What follows belongs to an exercise in optimizing a design on an open flow for small area and a short achievable clock period; a production flow would make more cautious choices. In this exercise RTL edits were held to simulation tests only and were not proved equivalent to the original. No activity file was given, so power comes from the tool's default toggle rates.

Design entropy_encode_dc_coefficients, start of the top module:
module entropy_encode_dc_coefficients #(parameter ADDER = 0) (
	input clk,
	input reset_n,
	input in_valid,
	input in_first,
	input [15:0] DcCoeff,
	output out_valid,
	output [31:0] codeword,
	output [5:0] codeword_length
);
For scale: about 610 cells after synthesis, roughly 82 flip-flops, roughly 59 I/O pins.
==> flow/config.mk <==
export PLATFORM = sky130hd
export DESIGN_NAME = entropy_encode_dc_coefficients
export DESIGN_NICKNAME = entropy_encode_dc_coefficients
export VERILOG_FILES = /design/flow/design.v
export SDC_FILE = /design/flow/constraint.sdc
export NUM_CORES = 4
export LEC_CHECK = 0
export ABC_AREA = 1
export CAP_MARGIN = 20
export CORE_MARGIN = 2
export CORE_UTILIZATION = 40
export SETUP_SLACK_MARGIN = 2.9
export SLEW_MARGIN = 20
==> flow/constraint.sdc <==
create_clock -name core_clock -period 5.0 [get_ports {clk}]
set_input_delay 1.0000 -clock core_clock [delete_from_list [all_inputs] [get_ports {clk}]]
set_output_delay 1.0000 -clock core_clock [all_outputs]
set_load 0.01 [all_outputs]
standard.sh (not shown) runs the stock make flow with config.mk's settings and CLKGATE_MAP_FILE= SYNTH_SCRIPT=/design/flow/synth_recipe.tcl, a recipe that flattens the netlist after the stock synthesis.
==> flow/flow/run.sh <==
#!/bin/bash
# The standard layout with two changes:
#  - the input and output ports are buffered with plain buffers instead of
#    the delay buffers buffer_ports picks by default;
#  - synthesis leaves adders to ABC instead of mapping them to full/half-adder
#    cells first (ADDER_MAP_FILE empty); registers are unchanged.
# make's full output goes to make.log in the work folder; ORFS keeps each
# tool's log under orfs/logs/.
set -euo pipefail
cd "$(dirname "$0")/.."
bash standard.sh "BUFFER_PORTS_ARGS=-buffer_cell sky130_fd_sc_hd__buf_2" "ADDER_MAP_FILE=" finish > make.log 2>&1
The first run completed without violations.
Then changed:
--- a/flow/config.mk
+++ b/flow/config.mk
@@ -11,2 +11,4 @@
-export CORE_UTILIZATION = 40
-export SETUP_SLACK_MARGIN = 2.9
+export CORE_UTILIZATION = 65
+export CTS_CLUSTER_DIAMETER = 200
+export CTS_CLUSTER_SIZE = 50
+export SETUP_SLACK_MARGIN = 2.8
Outcome:
- The new run completed without violations
- global-route usage rises by 7.5 points
- wire length goes down by 9.1%
- die area shrinks by 37%
- clock skew came out higher by 0.0045 ns
- power drops by about 10%
- hold slack got worse by 0.0056 ns
- core utilization rose by 25 points
- register-to-register slack is worse by 0.04 ns
Then changed:
--- a/flow/config.mk
+++ b/flow/config.mk
@@ -8 +8 @@
-export ABC_AREA = 1
+export ABC_AREA = 0
@@ -14 +14 @@
-export SETUP_SLACK_MARGIN = 2.8
+export SETUP_SLACK_MARGIN = 2.9
Outcome:
- The new run passed the timing, DRC and antenna checks
- count of clock-buffer cells in the layout came out lower by 2
- design area went up by about a fifth
- worst hold slack improves by 0.034 ns
- critical path depth decreases by 3
- register-to-register slack gets worse by 0.43 ns
Then changed:
--- a/flow/config.mk
+++ b/flow/config.mk
@@ -8 +8 @@
-export ABC_AREA = 0
+export ABC_AREA = 1
@@ -11,4 +11,2 @@
-export CORE_UTILIZATION = 65
-export CTS_CLUSTER_DIAMETER = 200
-export CTS_CLUSTER_SIZE = 50
-export SETUP_SLACK_MARGIN = 2.9
+export CORE_UTILIZATION = 40
+export SETUP_SLACK_MARGIN = 3.05
Outcome:
- global-route usage goes down by 13 points
- total power fell by 8.8%
- core utilization decreases by 38 points
- clock power increases by 31%
- first-iteration DRC count goes down by 72%
- cell area goes down by 9.0%
- combinational power came out lower by 29%
- flip-flop and latch count is unchanged
- die area increases by 55%
- worst hold slack got worse by 0.035 ns


run A:
The RTL this note starts from:
==> flow/design.v <==
`timescale 1ns / 1ps
module entropy_encode_dc_coefficients #(parameter ADDER = 0) (
	input clk,
	input reset_n,
	input in_valid,
	input in_first,
	input [15:0] DcCoeff,
	output out_valid,
	output [31:0] codeword,
	output [5:0] codeword_length
);
reg first_pending;
wire is_first = in_first | first_pending;
reg [15:0] x1;
reg [15:0] pp;        
reg        v1, f1;
always @(posedge clk) begin
	if (!reset_n) begin
		first_pending <= 1'b1;
		v1 <= 1'b0;
	end else begin
		if (in_valid) first_pending <= 1'b0;
		v1 <= in_valid;
	end
	if (in_valid) x1 <= DcCoeff;
	pp <= ~(DcCoeff ^ (x1 & {16{~is_first}}));
	f1 <= is_first;
end
reg        sgn;       
wire [15:0] gg = ~pp & (x1 ^ {16{sgn}});
wire        eq = &pp;                                    
wire [15:0] g0 = {gg[15:1], gg[0] | pp[0]};
wire [16:0] c;
assign c[0] = 1'b1;
genvar b;
generate
	if (ADDER == 1) begin : g_ripple
		for (b = 0; b < 16; b = b + 1) begin : g_r
			assign c[b+1] = g0[b] | (pp[b] & c[b]);
		end
	end else begin : g_sklansky
		wire [15:0] G0 = g0, P0 = pp;
		wire [15:0] G1, P1, G2, P2, G3, P3, G4, P4;
		for (b = 0; b < 16; b = b + 1) begin : g_l0
			if (b & 1) begin : g_node
				assign G1[b] = G0[b] | (P0[b] & G0[((b >> 0) << 0) - 1]);
				assign P1[b] = P0[b] & P0[((b >> 0) << 0) - 1];
			end else begin : g_pass
				assign G1[b] = G0[b];
				assign P1[b] = P0[b];
			end
		end
		for (b = 0; b < 16; b = b + 1) begin : g_l1
			if (b & 2) begin : g_node
				assign G2[b] = G1[b] | (P1[b] & G1[((b >> 1) << 1) - 1]);
				assign P2[b] = P1[b] & P1[((b >> 1) << 1) - 1];
			end else begin : g_pass
				assign G2[b] = G1[b];
				assign P2[b] = P1[b];
			end
		end
		for (b = 0; b < 16; b = b + 1) begin : g_l2
			if (b & 4) begin : g_node
				assign G3[b] = G2[b] | (P2[b] & G2[((b >> 2) << 2) - 1]);
				assign P3[b] = P2[b] & P2[((b >> 2) << 2) - 1];
			end else begin : g_pass
				assign G3[b] = G2[b];
				assign P3[b] = P2[b];
			end
		end
		for (b = 0; b < 16; b = b + 1) begin : g_l3
			if (b & 8) begin : g_node
				assign G4[b] = G3[b] | (P3[b] & G3[((b >> 3) << 3) - 1]);
				assign P4[b] = P3[b] & P3[((b >> 3) << 3) - 1];
			end else begin : g_pass
				assign G4[b] = G3[b];
				assign P4[b] = P3[b];
			end
		end
		assign c[16:1] = G4;
	end
endgenerate
wire [15:0] e = pp ^ c[15:0];
wire        e16 = pp[15] ^ c[16];
wire [16:0] m = {e ^ {16{e16}}, e16};
wire d_neg = sgn ? (~e16 & ~eq) : e16;
always @(posedge clk) begin
	if (in_valid & is_first) sgn <= 1'b0;
	else if (v1) sgn <= d_neg & ~f1;
end
reg [16:0] m2;
reg        v2, f2;
reg [1:0]  cls;    
always @(posedge clk) begin
	if (!reset_n) v2 <= 1'b0;
	else v2 <= v1;
	m2 <= m;
	f2 <= f1;
end
wire [1:0] mcls = (m2 == 17'd0) ? 2'd0 :
                  (m2 <= 17'd2) ? 2'd1 :
                  (m2 <= 17'd4) ? 2'd2 : 2'd3;
always @(posedge clk) begin
	if (v2) cls <= f2 ? 2'd3 : mcls;
end
wire cF = f2;
wire c0 = ~f2 & (cls == 2'd0);
wire c1 = ~f2 & (cls == 2'd1);
wire c2 = ~f2 & (cls == 2'd2);
wire c3 = ~f2 & (cls == 2'd3);
wire mlt4 = (m2[16:2] == 15'd0);      
wire [17:0] lowk;     
assign lowk = cF ? 18'h1f : c1 ? 18'h1 : c3 ? 18'h7 : 18'h0;
wire [16:0] mm = m2 | lowk[16:0];
wire [17:0] cin;      
assign cin[0] = 1'b1;
genvar j;
generate for (j = 1; j < 18; j = j + 1) begin : g_carry
	assign cin[j] = &mm[j-1:0];
end endgenerate
wire inc = ~c2;
wire [17:0] s;
assign s[16:0] = m2 ^ (cin[16:0] & ~lowk[16:0] & {17{inc}});
assign s[17] = inc & cin[17];
wire [17:0] cw = {s[17:3], s[2] | (c2 & mlt4), s[1:0]};
wire [17:0] t;
generate for (j = 1; j < 18; j = j + 1) begin : g_therm
	if (j < 17) begin : g_or
		assign t[j] = (|m2[16:j]) | (inc & cin[j]) | (c2 & (j <= 2));
	end else begin : g_top
		assign t[j] = inc & cin[j];
	end
end endgenerate
assign t[0] = 1'b1;
wire [1:0] sh = cF ? 2'd2 : (c3 | (c2 & mlt4)) ? 2'd1 : 2'd0;
wire [19:0] tx = {2'b00, t};
wire [17:0] u = (sh == 2'd2) ? tx[19:2] : (sh == 2'd1) ? tx[18:1] : tx[17:0];
reg [4:0] half;
integer i;
always @(*) begin
	half = 5'd0;
	for (i = 1; i < 18; i = i + 1)
		if (u[i] & ~u[(i < 17) ? i + 1 : 17] | (i == 17 & u[17])) half = i;
end
wire [5:0] len = {half, c0 | (c2 & mlt4)};
reg        v3;
reg [17:0] cw3;
reg [5:0]  len3;
always @(posedge clk) begin
	if (!reset_n) v3 <= 1'b0;
	else v3 <= v2;
	cw3 <= cw;
	len3 <= len;
end
assign out_valid = v3;
assign codeword = {14'h0, cw3};
assign codeword_length = len3;
endmodule
Settings: LEC_CHECK=0, ABC_AREA=1, CAP_MARGIN=20, CORE_MARGIN=2, CORE_UTILIZATION=65, CTS_CLUSTER_DIAMETER=200, CTS_CLUSTER_SIZE=50, SETUP_SLACK_MARGIN=2.6, SLEW_MARGIN=20; clock period 5.0 ns.
Scripts as last shown in full above: flow/flow/run.sh
> inputs changed (run A -> run B)
--- a/flow/config.mk
+++ b/flow/config.mk
@@ -9,7 +9,5 @@
 export CAP_MARGIN = 20
 export CORE_MARGIN = 2
-export CORE_UTILIZATION = 65
-export CTS_CLUSTER_DIAMETER = 200
-export CTS_CLUSTER_SIZE = 50
-export SETUP_SLACK_MARGIN = 2.6
+export CORE_UTILIZATION = 40
+export SETUP_SLACK_MARGIN = 2.7
 export SLEW_MARGIN = 20
==> results.txt <==
- Of run A and run B, the run reporting the higher met1 usage in global routing was run A.
- In run B the number of buffers and inverters on the critical path turned out 2 lower than in run A.
- In the metrics for run A and run B, the one carrying the lower global-route track usage on met2 is run B.
- First-pass GRT wire length ends up higher on run B.
- Of run A and run B, the run reporting the lower cell area was run A.
- Average via count per standard cell down 0.40 in run B wrt run A
- Run B vs run A, clock transition at the register clock pins on the worst setup and hold paths after CTS went down by 20 ps.
- As of run B, final cell count had risen by a little under 10% compared to run A.
- Run A and run B ended up with roughly the same layout net count.
- Final core utilization: run A and run B compared, lower one is run B
Input-level comparison between run C and run B:
--- a/flow/config.mk
+++ b/flow/config.mk
@@ -9,5 +9,7 @@
 export CAP_MARGIN = 20
 export CORE_MARGIN = 2
-export CORE_UTILIZATION = 40
-export SETUP_SLACK_MARGIN = 2.7
+export CORE_UTILIZATION = 65
+export CTS_CLUSTER_DIAMETER = 200
+export CTS_CLUSTER_SIZE = 50
+export SETUP_SLACK_MARGIN = 2.9
 export SLEW_MARGIN = 20
Results
- A cell at the slowest stage of the critical path of sky130_fd_sc_hd__edfxtp_1 is what run C shows, while sky130_fd_sc_hd__dfxtp_1 belongs to run B.
- Run C completed every stage of the flow, and the final layout passed the timing, DRC and antenna checks.
- Changes observed in run C relative to run B: placed instance area now smaller; setup slack of the most critical reg-to-reg path now larger; buffering stage count on the worst path with inverters included now smaller; share of power burned in the clock network now smaller.
- The final reports for run C and run B show clock buffer instance count of the final layout lower in the former.
- Multi-input combinational area share ends up lower on run B.
- Combinational power delta for run C relative to run B: about 3% higher
- Reported for run B and run C, sequential cell count turned out identical to the last digit.
- Run C ended up with cls[1] as its worst setup path startpoint; run B ended up with m2[16].

re-timing with driven ports:
How much do the figures lean on ideal ports? The routed layouts below were timed once more, with nothing changed but the port constraints.
Step 1 assumes that a clkbuf_16 drives the clock port and a buf_2 every other input.
Step 2 times the ports against the registers' clock, not the clock port: input delays grow and output delays shrink by t, the midpoint of the rising clock arrivals with the driver on.
Slacks: ideal ports / drivers / drivers and shift; pairs: ideal ports / drivers.
run | t (ns) | slack for setup (ns) | pins driven straight from the clock port
the first run of note 1 | 0.376 | 3.017 / 3.017 / 2.949 | 1
the second run of note 1 | 0.381 | 2.977 / 2.977 / 2.890 | 1
the third run of note 1 | 0.393 | 2.544 / 2.544 / 2.544 | 1
the fourth run of note 1 | 0.374 | 3.000 / 3.000 / 2.857 | 1
run A | 0.382 | 2.849 / 2.849 / 2.849 | 1
run B | 0.376 | 2.863 / 2.863 / 2.863 | 1
run C | 0.382 | 2.959 / 2.959 / 2.897 | 1
After both steps setup and hold are still met in every run listed. For the fourth run of note 1, which loses most, drivers alone change the setup slack by 0.000 ns; drivers and shift together by -0.143 ns.
